From an optimization exercise on the open Yosys and OpenROAD flow, aimed at small area; shortcuts taken in it are not production practice. Where RTL was checked, it was by simulation tests only, not by an equivalence proof against the original. No functional check of the RTL was part of run 2. Power and IR drop assume default switching activity.

==> design/flow/design.v <==
module fifo_word
#(parameter DATA_WIDTH = 32)
(
	input logic clk,
	input logic wr,
	input logic hold_n,
	input logic [DATA_WIDTH - 1 : 0] x,
	output logic [DATA_WIDTH - 1 : 0] q
);
always_ff @(posedge clk)
	q <= ~((q | {DATA_WIDTH{wr}}) & (x | {DATA_WIDTH{hold_n}}));
endmodule
module fifo_read
#(parameter SIZE = 32, parameter DATA_WIDTH = 32)
(
	input logic [SIZE - 1 : 0] sel,
	input logic [SIZE * DATA_WIDTH - 1 : 0] d,
	output logic [DATA_WIDTH - 1 : 0] y
);
always_comb
begin
	y = 'b0;
	for (int i = 0; i < SIZE; i++)
		y = y | ({DATA_WIDTH{sel[i]}} & d[i * DATA_WIDTH +: DATA_WIDTH]);
end
endmodule
module syncFIFO
#(parameter SIZE = 16, parameter DATA_WIDTH = 4, parameter FALL_THROUGH = 1, localparam ADDR_WIDTH = $clog2(SIZE))
(
	input logic clk,
	input logic rst,
	input logic en,
	input logic rw,
	input logic[ADDR_WIDTH - 1 : 0] addr,
	input logic [DATA_WIDTH - 1 : 0] in,
	output logic empty,
	output logic full,
	output logic[DATA_WIDTH - 1 : 0] out
);
logic [ADDR_WIDTH : 0] tailPtr;
logic [ADDR_WIDTH : 0] headPtr;
logic pol;
logic push, pop;
logic [SIZE - 1 : 0] wr, hold_n, rsel;
logic [DATA_WIDTH - 1 : 0] x;
logic [SIZE * DATA_WIDTH - 1 : 0] q;
logic [DATA_WIDTH - 1 : 0] t;
assign empty = tailPtr == headPtr;
assign full = tailPtr[ADDR_WIDTH - 1 : 0] == headPtr[ADDR_WIDTH - 1 : 0] && tailPtr[ADDR_WIDTH] != headPtr[ADDR_WIDTH];
assign push = en && rw && !full;
assign pop = en && !rw && !empty;
assign x = in ^ {DATA_WIDTH{pol}};
genvar g;
generate
for (g = 0; g < SIZE; g++)
begin: word
	assign wr[g] = push && tailPtr[ADDR_WIDTH - 1 : 0] == g;
	assign hold_n[g] = !(push && tailPtr[ADDR_WIDTH - 1 : 0] == g);
	assign rsel[g] = !empty && headPtr[ADDR_WIDTH - 1 : 0] == g;
	fifo_word #(.DATA_WIDTH(DATA_WIDTH)) u_word
	(
		.clk(clk), .wr(wr[g]), .hold_n(hold_n[g]), .x(x), .q(q[g * DATA_WIDTH +: DATA_WIDTH])
	);
end
endgenerate
fifo_read #(.SIZE(SIZE), .DATA_WIDTH(DATA_WIDTH)) u_read (.sel(rsel), .d(q), .y(t));
assign out = t ^ {DATA_WIDTH{pol && !empty}};
always_ff @(posedge clk or posedge rst)
	if (rst)
	begin
		tailPtr <= 0;
		headPtr <= 0;
		pol <= 1'b0;
	end
	else
	begin
		pol <= !pol;
		if (push)
			tailPtr <= tailPtr + 1;
		if (pop)
			headPtr <= headPtr + 1;
	end
endmodule
module fifo_top
(
	input  logic clk,
	input  logic rst,
	input  logic en,
	input  logic rw,
	input  logic [4 : 0] addr,
	input  logic [31 : 0] in,
	output logic empty,
	output logic full,
	output logic [31 : 0] out
);
syncFIFO #(.SIZE(32), .DATA_WIDTH(32), .FALL_THROUGH(1)) u_fifo
(
	.clk(clk), .rst(rst), .en(en), .rw(rw), .addr(addr), .in(in),
	.empty(empty), .full(full), .out(out)
);
endmodule
==> design/flow/run.sh <==
#!/bin/bash
# synth_recipe.tcl (not shown) runs the flow's synth.tcl, then flattens the netlist and writes it again
# the make line also repeats each setting of config.mk as NAME=value (left out here)
make -C /OpenROAD-flow-scripts/flow DESIGN_CONFIG=/design/flow/config.mk WORK_HOME=/design/flow/orfs CLKGATE_MAP_FILE= SYNTH_SCRIPT=/design/flow/synth_recipe.tcl finish
==> design/flow/config.mk <==
export PLATFORM = sky130hd
export DESIGN_NAME = fifo_top
export DESIGN_NICKNAME = fifo_top
export VERILOG_FILES = /design/flow/design.v
export SDC_FILE = /design/flow/constraint.sdc
export NUM_CORES = 4
export LEC_CHECK = 0
export CAP_MARGIN = 20
export CORE_MARGIN = 2
export CORE_UTILIZATION = 40
export SLEW_MARGIN = 20
export SYNTH_HIERARCHICAL = 1
export SYNTH_MINIMUM_KEEP_SIZE = 0
==> design/flow/constraint.sdc <==
create_clock -name core_clock -period 6.0 [get_ports {clk}]
set_input_delay 1.2000 -clock core_clock [delete_from_list [all_inputs] [get_ports {clk}]]
set_output_delay 1.2000 -clock core_clock [all_outputs]
set_load 0.01 [all_outputs]
==> impl_metrics.yaml, run 1 <==
status:
  status: "finished clean"
synth:
  synth_seq_cells: 1037
  synthArstFlopShare_pct: 1.25
  synth_xor_area_share_pct: 1.93
  synth_mux_area_share_pct: 0.118
  synthesis.area_mm2: 0.0361
  yosysTopAreaCell: "dfxtp_1"
  synth.top_cell.area_share_pct: 56.7
  ys.flop_type: "dfxtp_1"
  synth_nets: 3362
  syn_inst: 3309
  synthAdderAreaFrac_pct: 0.415
  yosysSeqAreaShare_pct: 57.6
  ys_warn_count: 9
  synth-compound-area-share_pct: 28.8
  synth_cell_types: 43
  synth_area_leaders: "dfxtp_1, o22ai_1, a22oi_1, buf_6, nand4_1"
  synth_top_family_by_area: "compound AO/OA/AOI/OAI gates"
  avgSynthCellArea_um2: 10.9
  synth-simple-area-share_pct: 4.87
  synth_edf_count: 0
critical_path:
  startpoint_type: "register"
  cp_cell_sequence: "xnor2_1 > nand4_2 > buf_4 > o21ai_1 > buf_4 > nor2_2 > buf_4 > a22oi_1 > nand4_1 > or4_1 > xnor2_1 > clkdlybuf4s50_1"
  crit_type: "reg2out"
  required_ps: 4800
  cp.arrival_ps: 4730
  max_stage_delay_ps: 620
  worst_path_most_repeated_cell: "buf_4"
  critical_path.startpoint: "u_fifo.headPtr[2]"
  cpMaxStageDelayCell: "or4_1"
  path_max_fanout: 19
  cp-end-kind: "output pin"
  rr_startpoint: "u_fifo.pol"
detailed_routing:
  drt_iter0_drc: 3283
  routed-via-count: 30390
  drt-pass1-iter-count: 6
  wl_per_cell_um: 27.9
  via_per_inst: 6.71
  ant_nets: 0
  drcViolationCount: 0
  drt-total-wl_um: 126000
cts:
  cts.clk_slew.worst_paths_ps: 60
  cts.htree.levels: 3
  postCtsHoldBufs: 0
  cts_root_buffer: "clkbuf_16"
  numCtsBuffers: 101
  ctsResizeCount: 0
  clock-sinks: 1037
  clk_latency_ps: 680
  cts_buffer_depth: 3
  cts_setup_buffers: 0
  cts_tree: "done"
sta:
  finalSetupViolCount: 0
  fin_skew_ps: 16.2
  drv_slew: 0
  setup_ws_ps: 74.5
  hold_slack_ps: 442
  timing.final.crit_period_ps: 5930
  relSlewSlack_pct: 16.3
  tns_ps: 0
  hold_viol: 0
  period_share_pct: 98.8
  fmaxAchievable_ghz: 0.169
  max_slew.worst_pin.slew_ps: 1250
  rsz0062_at_grt: "false"
layout:
  final_cell_mix: "o22ai_1, dfxtp_1, a22oi_1, nand4_1, clkbuf_16"
  fin_util_pct: 46.0
  finalNetCount: 3320
  num_antenna_cells: 0
  drive_above_1_share_pct: 10.9
  area_growth_pct: 14.1
  fillers: 8434
grt:
  use_met1_pct: 37.1
  grt_use_met2_pct: 37.4
  groute.usage.overall_pct: 26.2
  grt_busiest_layer: "met2"
  antenna_found_initial: 0
  grt_pass1_vias: 28937
  grt_pass1_wl_um: 187000
  overflow: 0
  use_met3_pct: 5.66
  grt_max_degree: 33
floorplanning:
  rows: 110
  die_w_um: 305
  core_mm2: 0.0897
  io_pins: 75
  initial_core_util_pct: 40.3
  dieArea_mm2: 0.0928
  die_y_um: 305
placed_design:
  numPortBuffers: 69
  dpl_worst_slack_ps: 896
  gp_congestion: 0.917
  post-dp-hpwl_um: 72900
power:
  vdd_drop_max_mv: 0.536
  leakage_nw: 14.4
  fin_total_pwr_mw: 24.3
  p_per_area_mw_per_mm2: 588
worst_hold_path:
  hold_class: "reg2reg"
  hp-start: "u_fifo.word[22].u_word.q[11]"
flow_run:
  cap_violations: 0
cell usage after synthesis (33+ instances only):
cell      count
nand4_1     145
or4_1        33
xor2_1       37
o22ai_1    1024
xnor2_1      41
buf_6       111
buf_2       141
a22oi_1     512
dfxtp_1    1024
nor2_1       45
clkbuf_1     59
where the power goes:
group | total [mW] | switching, mW | internal (mW)
clock network | 6.59 | 2.77 | 3.82
registers | 11.4 | 1.55 | 9.88
logic | 6.24 | 3.46 | 2.78
through the flow:
step	cells	area, um2
after floorplan	3309	36100
after global placement	4336	37700
after detailed placement	4336	37700
after CTS	4524	41100
after global routing	4528	41300
final	4528	41300
cell families (layout without fill, tap and decap cells):
kind of cell	Yosys count	count (layout)
AOI/OAI and AO/OA	1555	1555
DFF	1037	1037
buffers and inverters	327	370
and+or+nand+nor	295	295
xor gates and xnor gates	79	79
adders and majority gates	12	12
muxes	4	4
per-layer routing:
| layer | part of all wire [%] | wire [um] | vias to the layer above |
|---|---|---|---|
| met1 | 44 | 55100 | 15259 |
| met2 | 42 | 53100 | 1541 |
| met5 | 0 | 0 | - |
| met4 | 4.9 | 6250 | 0 |
| met3 | 9.5 | 12100 | 279 |
| li1 | - | - | 13311 |
final timing paths:
check                                                to  slack [ps]  cells after the start
setup / recovery                                 out[0]          70                     12
hold / removal             u_fifo.word[22].u_word.q[11]         440                      1
setup reg to reg            u_fifo.word[5].u_word.q[14]        2520                      4
hold reg to reg            u_fifo.word[22].u_word.q[11]         440                      1
max in group asynchronous                    u_fifo.pol        4670                      2
min in group asynchronous             u_fifo.tailPtr[0]         890                      2
sequential cells by signal (all words and copies together) (netlist names):
register / count
u_fifo.word.u_word.q: 1024
u_fifo.tailPtr: 6
u_fifo.headPtr: 6
u_fifo.pol: 1
worst max-delay path: cells and delay by family (launching register included):
kind / cells / cell delay (ps)
buffers and inverters: 4 / 1340
and+or+nand+nor: 4 / 1280
AOI/OAI and AO/OA: 2 / 370
xor gates and xnor gates: 2 / 530
DFF: 1 / 510
cell type report:
| type | instances | area (um2) | share of cell area [%] |
|---|---|---|---|
| Clock inverter | 43 | 518 | 1.26 |
| Sequential cell | 1037 | 20800 | 50.5 |
| Clock buffer | 145 | 2940 | 7.14 |
| Multi-Input combinational cell | 1945 | 13900 | 33.7 |
| Inverter | 11 | 41.3 | 0.100 |
| Timing Repair Buffer | 171 | 1540 | 3.74 |
| Tap cell | 1176 | 1470 | 3.57 |
==> run 2: changes to the inputs <==
==> design/flow/design.v (replaced) <==
module syncFIFO
#(parameter SIZE = 16, parameter DATA_WIDTH = 4, parameter FALL_THROUGH = 1, localparam ADDR_WIDTH = $clog2(SIZE))
(
	input logic clk,
	input logic rst,
	input logic en,
	input logic rw,
	input logic[ADDR_WIDTH - 1 : 0] addr,
	input logic [DATA_WIDTH - 1 : 0] in,
	output logic empty,
	output logic full,
	output logic[DATA_WIDTH - 1 : 0] out
);
logic [DATA_WIDTH - 1 : 0] mem [0 : SIZE - 1];
logic [ADDR_WIDTH : 0] tailPtr;
logic [ADDR_WIDTH : 0] headPtr;
logic[DATA_WIDTH - 1 : 0] out_r;
logic[DATA_WIDTH - 1 : 0] out_t;
assign empty = tailPtr == headPtr;
assign full = tailPtr[ADDR_WIDTH - 1 : 0] == headPtr[ADDR_WIDTH - 1 : 0] && tailPtr[ADDR_WIDTH] != headPtr[ADDR_WIDTH];
assign out_t = empty ? 'b0 : mem[headPtr[ADDR_WIDTH - 1 : 0]];
assign out = FALL_THROUGH ? out_t : out_r;
always_ff @(posedge clk or posedge rst)
begin
	if(rst)
	begin  
	for(int i = 0; i < SIZE; i++)
		mem[i] <= 'b0;
	tailPtr <= 0;
	headPtr <= 0;
	out_r <= 'b0;
        end
else
begin: run
	if(en)
	begin: enable
		if(rw)
		begin: write
			if(!full)
			begin 
			mem[tailPtr[ADDR_WIDTH - 1 : 0]] <= in;
			tailPtr <= tailPtr + 1;
		end
	end
	else
	begin: read
		if(!empty)
		begin                          
		out_r <= mem[headPtr[ADDR_WIDTH - 1 : 0]];
		headPtr <= headPtr + 1;
	end
end
	end
end
end
endmodule
module fifo_top
(
	input  logic clk,
	input  logic rst,
	input  logic en,
	input  logic rw,
	input  logic [4 : 0] addr,
	input  logic [31 : 0] in,
	output logic empty,
	output logic full,
	output logic [31 : 0] out
);
syncFIFO #(.SIZE(32), .DATA_WIDTH(32), .FALL_THROUGH(1)) u_fifo
(
	.clk(clk), .rst(rst), .en(en), .rw(rw), .addr(addr), .in(in),
	.empty(empty), .full(full), .out(out)
);
endmodule
--- a/design/flow/config.mk
+++ b/design/flow/config.mk
@@ -11,3 +11 @@
 export SLEW_MARGIN = 20
-export SYNTH_HIERARCHICAL = 1
-export SYNTH_MINIMUM_KEEP_SIZE = 0
==> run 2 against run 1 <==
Compared with the run above: cell area rose by 29%; largest cell class unchanged; sequential cell count fell by 1; synthesized area rose by 29%; fmax rose by 1.3%; clock power rose by 11%; critical path depth fell by 3; global-route usage rose by 3.4 points; synthesized cell count rose by 3.7%; routed wire length rose by 40%; clock-buffer cell count rose by 14.
==> impl_metrics.yaml, run 2 <==
status:
  status: "finished clean"
power:
  swShare_pct: 34.6
  p_per_area_mw_per_mm2: 490
  power_frac_clock_pct: 28.0
  p_int_mw: 17.1
  fin_total_pwr_mw: 26.1
  vdd_drop_max_mv: 0.283
  combPwrFrac_pct: 32.1
  power_frac_seq_pct: 39.9
  leakage_nw: 24.8
  p_switching_mw: 9.03
placed_design:
  post-dp-hpwl_um: 109000
  placed_cells: 4893
  gp_congestion: 0.869
  numPortBuffers: 69
worst_hold_path:
  hp-start: "u_fifo.mem[18][23]"
  hold_class: "reg2reg"
cts:
  cts.htree.levels: 3
  numCtsBuffers: 110
  clk_latency_ps: 710
  cts_root_buffer: "clkbuf_16"
  ctsResizeCount: 0
  clock-sinks: 1036
  cts_tree: "done"
  cts.clk_slew.worst_paths_ps: 60
  cts_buffer_depth: 3
  postCtsHoldBufs: 0
  cts_setup_buffers: 0
synth:
  yosysTopAreaCell: "dfrtp_1"
  synth.top_cell.area_share_pct: 55.8
  netlist_top_cells_count: "dfrtp_1, mux2_2, clkbuf_1, a22oi_1, buf_2"
  ys_warn_count: 2
  synth_cell_types: 67
  yosysSeqAreaShare_pct: 55.8
  avgSynthCellArea_um2: 13.6
  synth_edf_count: 0
  ys.flop_type: "dfrtp_1"
  synthArstFlopShare_pct: 100
  syn_inst: 3430
  synth_area_leaders: "dfrtp_1, mux2_2, a22oi_1, mux2i_1, mux2_1"
  synthesis.area_mm2: 0.0465
  synth_seq_cells: 1036
  synth_nets: 3483
  synth.most_common_cell: "dfrtp_1"
detailed_routing:
  ant_nets: 0
  wl_per_cell_um: 34.6
  via_per_inst: 6.37
  drcViolationCount: 0
  drt_iter0_drc: 3754
  drt-total-wl_um: 176000
  drt-pass1-iter-count: 8
  routed-via-count: 32479
critical_path:
  cp-end-kind: "output pin"
  startpoint_type: "register"
  path_max_fanout: 31
  crit_type: "reg2out"
  required_ps: 4800
  cp.arrival_ps: 4650
  rr_startpoint: "u_fifo.headPtr[4]"
  critical_path.startpoint: "u_fifo.headPtr[2]"
layout:
  largestRegisters: "u_fifo.mem (1024), u_fifo.headPtr (6), u_fifo.tailPtr (6)"
  final_common_cell: "dfrtp_1"
  area_growth_pct: 14.7
  finalNetCount: 3535
  largest_register: "u_fifo.mem"
  largest_register_ffs: 1024
  stdcell_count: 5098
  final_cell_mix: "dfrtp_1, mux2_2, buf_4, a22oi_1, clkbuf_16"
  drive_above_1_share_pct: 41.1
sta:
  fmaxAchievable_ghz: 0.171
  timing.final.crit_period_ps: 5850
  max_slew.worst_pin.slew_ps: 1180
  relSlewSlack_pct: 20.9
  hold_viol: 0
  rsz0062_at_grt: "false"
  finalSetupViolCount: 0
  period_share_pct: 97.5
  fin_skew_ps: 30.2
  drv_slew: 0
grt:
  grt_pass1_vias: 31994
  grt_pass1_wl_um: 249000
  grt_use_met2_pct: 44.5
  grt_busiest_layer: "met2"
  antenna_found_initial: 3
  groute.usage.overall_pct: 29.6
  grt_max_degree: 167
  overflow: 0
  use_met3_pct: 7.14
  use_met1_pct: 40.3
floorplanning:
  die_w_um: 345
  initial_core_util_pct: 40.2
  dieArea_mm2: 0.119
  die_y_um: 345
  rows: 125
  io_pins: 75
  core_mm2: 0.116
flow_run:
  cap_violations: 0
## run 2: cell types whose count changed after synthesis, moves of 102 or more
cell / delta
buf_6: -107
a22oi_1: -353
dfxtp_1: -1024
o22ai_1: -983
clkbuf_1: +102
mux2_2: +978
nand4_1: -108
dfrtp_1: +1023
## run 2: worst max-delay path: stages, from the launching register on
cell and delay, ps:
dfrtp_4 880, buf_4 410, nand2b_1 150, nor2_2 890, buf_4 370, a22o_1 160
a221oi_1 60, nand4_1 150, o221a_2 270, clkdlybuf4s50_1 560
## run 2: stage by stage
step / instance area (um2) / util [%] / TNS [ps] / hold WS, ps / worst slack, ps
2_1_floorplan: 46500 / - / -9823130 / 458 / -9480
3_3_place_gp: 49500 / 42.8 / 0 / 472 / 956
3_5_place_dp: 49500 / 42.8 / 0 / 480 / 955
4_1_cts: 53400 / 46.1 / 0 / 491 / 215
5_1_grt: 53300 / 46.1 / 0 / 501 / 60.7
6_report: 53300 / 46.1 / 0 / 489 / 152
## run 2: layout make-up
cell class	count	area, um2
repair buffers	264	2270
flip-flops and latches	1036	25900
inverters	14	56.3
fillers	10425	62400
multi-input cells	2056	19300
clock inverters	43	628
well taps	1524	1910
diodes	2	5.00
clock buffers	159	3240
## run 2: power by group through the flow
stage / logic (mW) / registers (mW) / clock network (mW)
6_report: 8.39 / 10.4 / 7.31
5_1_grt: 8.70 / 10.6 / 7.65
4_1_cts: 8.27 / 10.4 / 7.36
3_5_place_dp: 8.24 / 10.5 / 0
3_3_place_gp: 8.13 / 10.4 / 0
2_1_floorplan: 4.87 / 10.1 / 0
## run 2: path summary, 6_finish.rpt
kind | to | slack (ps) | cells after the start
worst min-delay path | u_fifo.mem[18][23] | 490 | 1
worst max register to register | u_fifo.mem[14][10] | 1660 | 8
worst max-delay path | out[9] | 150 | 9
max in group asynchronous | u_fifo.mem[22][2] | 3600 | 4
worst min register to register | u_fifo.mem[18][23] | 490 | 1
min in group asynchronous | u_fifo.mem[11][26] | 930 | 2
## run 2: cell families after synthesis
kind of cell,count (synthesis),synth area share [%]
muxes,1149,27.6
DFF,1036,55.8
AOI/OAI and AO/OA,555,9.09
buffers and inverters,338,3.37
and+or+nand+nor,326,3.58
xor gates and xnor gates,14,0.264
adders and majority gates,12,0.323
## run 2: routing by layer
metal  vias to the layer above  share of wire, %
li1                      12878                 -
met1                     17503                41
met2                      1683                44
met3                       409               9.4
met4                         6               5.5
met5                         -             0.022

-- separate check: timing with driven ports --
How much do the figures lean on ideal ports? The routed layouts below were timed once more, with nothing changed but the port constraints. Step 1: set_driving_cell puts a clkbuf_16 on clk and a buf_2 on each other input, an assumption about the parent block. Step 2 times the ports against the registers' clock, not the clock port: input delays grow and output delays shrink by t, the midpoint of the rising clock arrivals with the driver on. Slacks: ideal ports / drivers / drivers and shift; pairs: ideal ports / drivers.
run | t (ns) | setup slack, ns | slew at the worst register clock pin (ns) | worst slew at a driven data input, ns | cell pins on the clock port's net
run 1 | 0.736 | 0.074 / 0.007 / 0.743 | 0.07 / 0.07 | 0.04 | 1
run 2 | 0.773 | 0.152 / 0.077 / 0.850 | 0.07 / 0.07 | 0.04 | 1
After both steps every run listed still meets setup and hold.
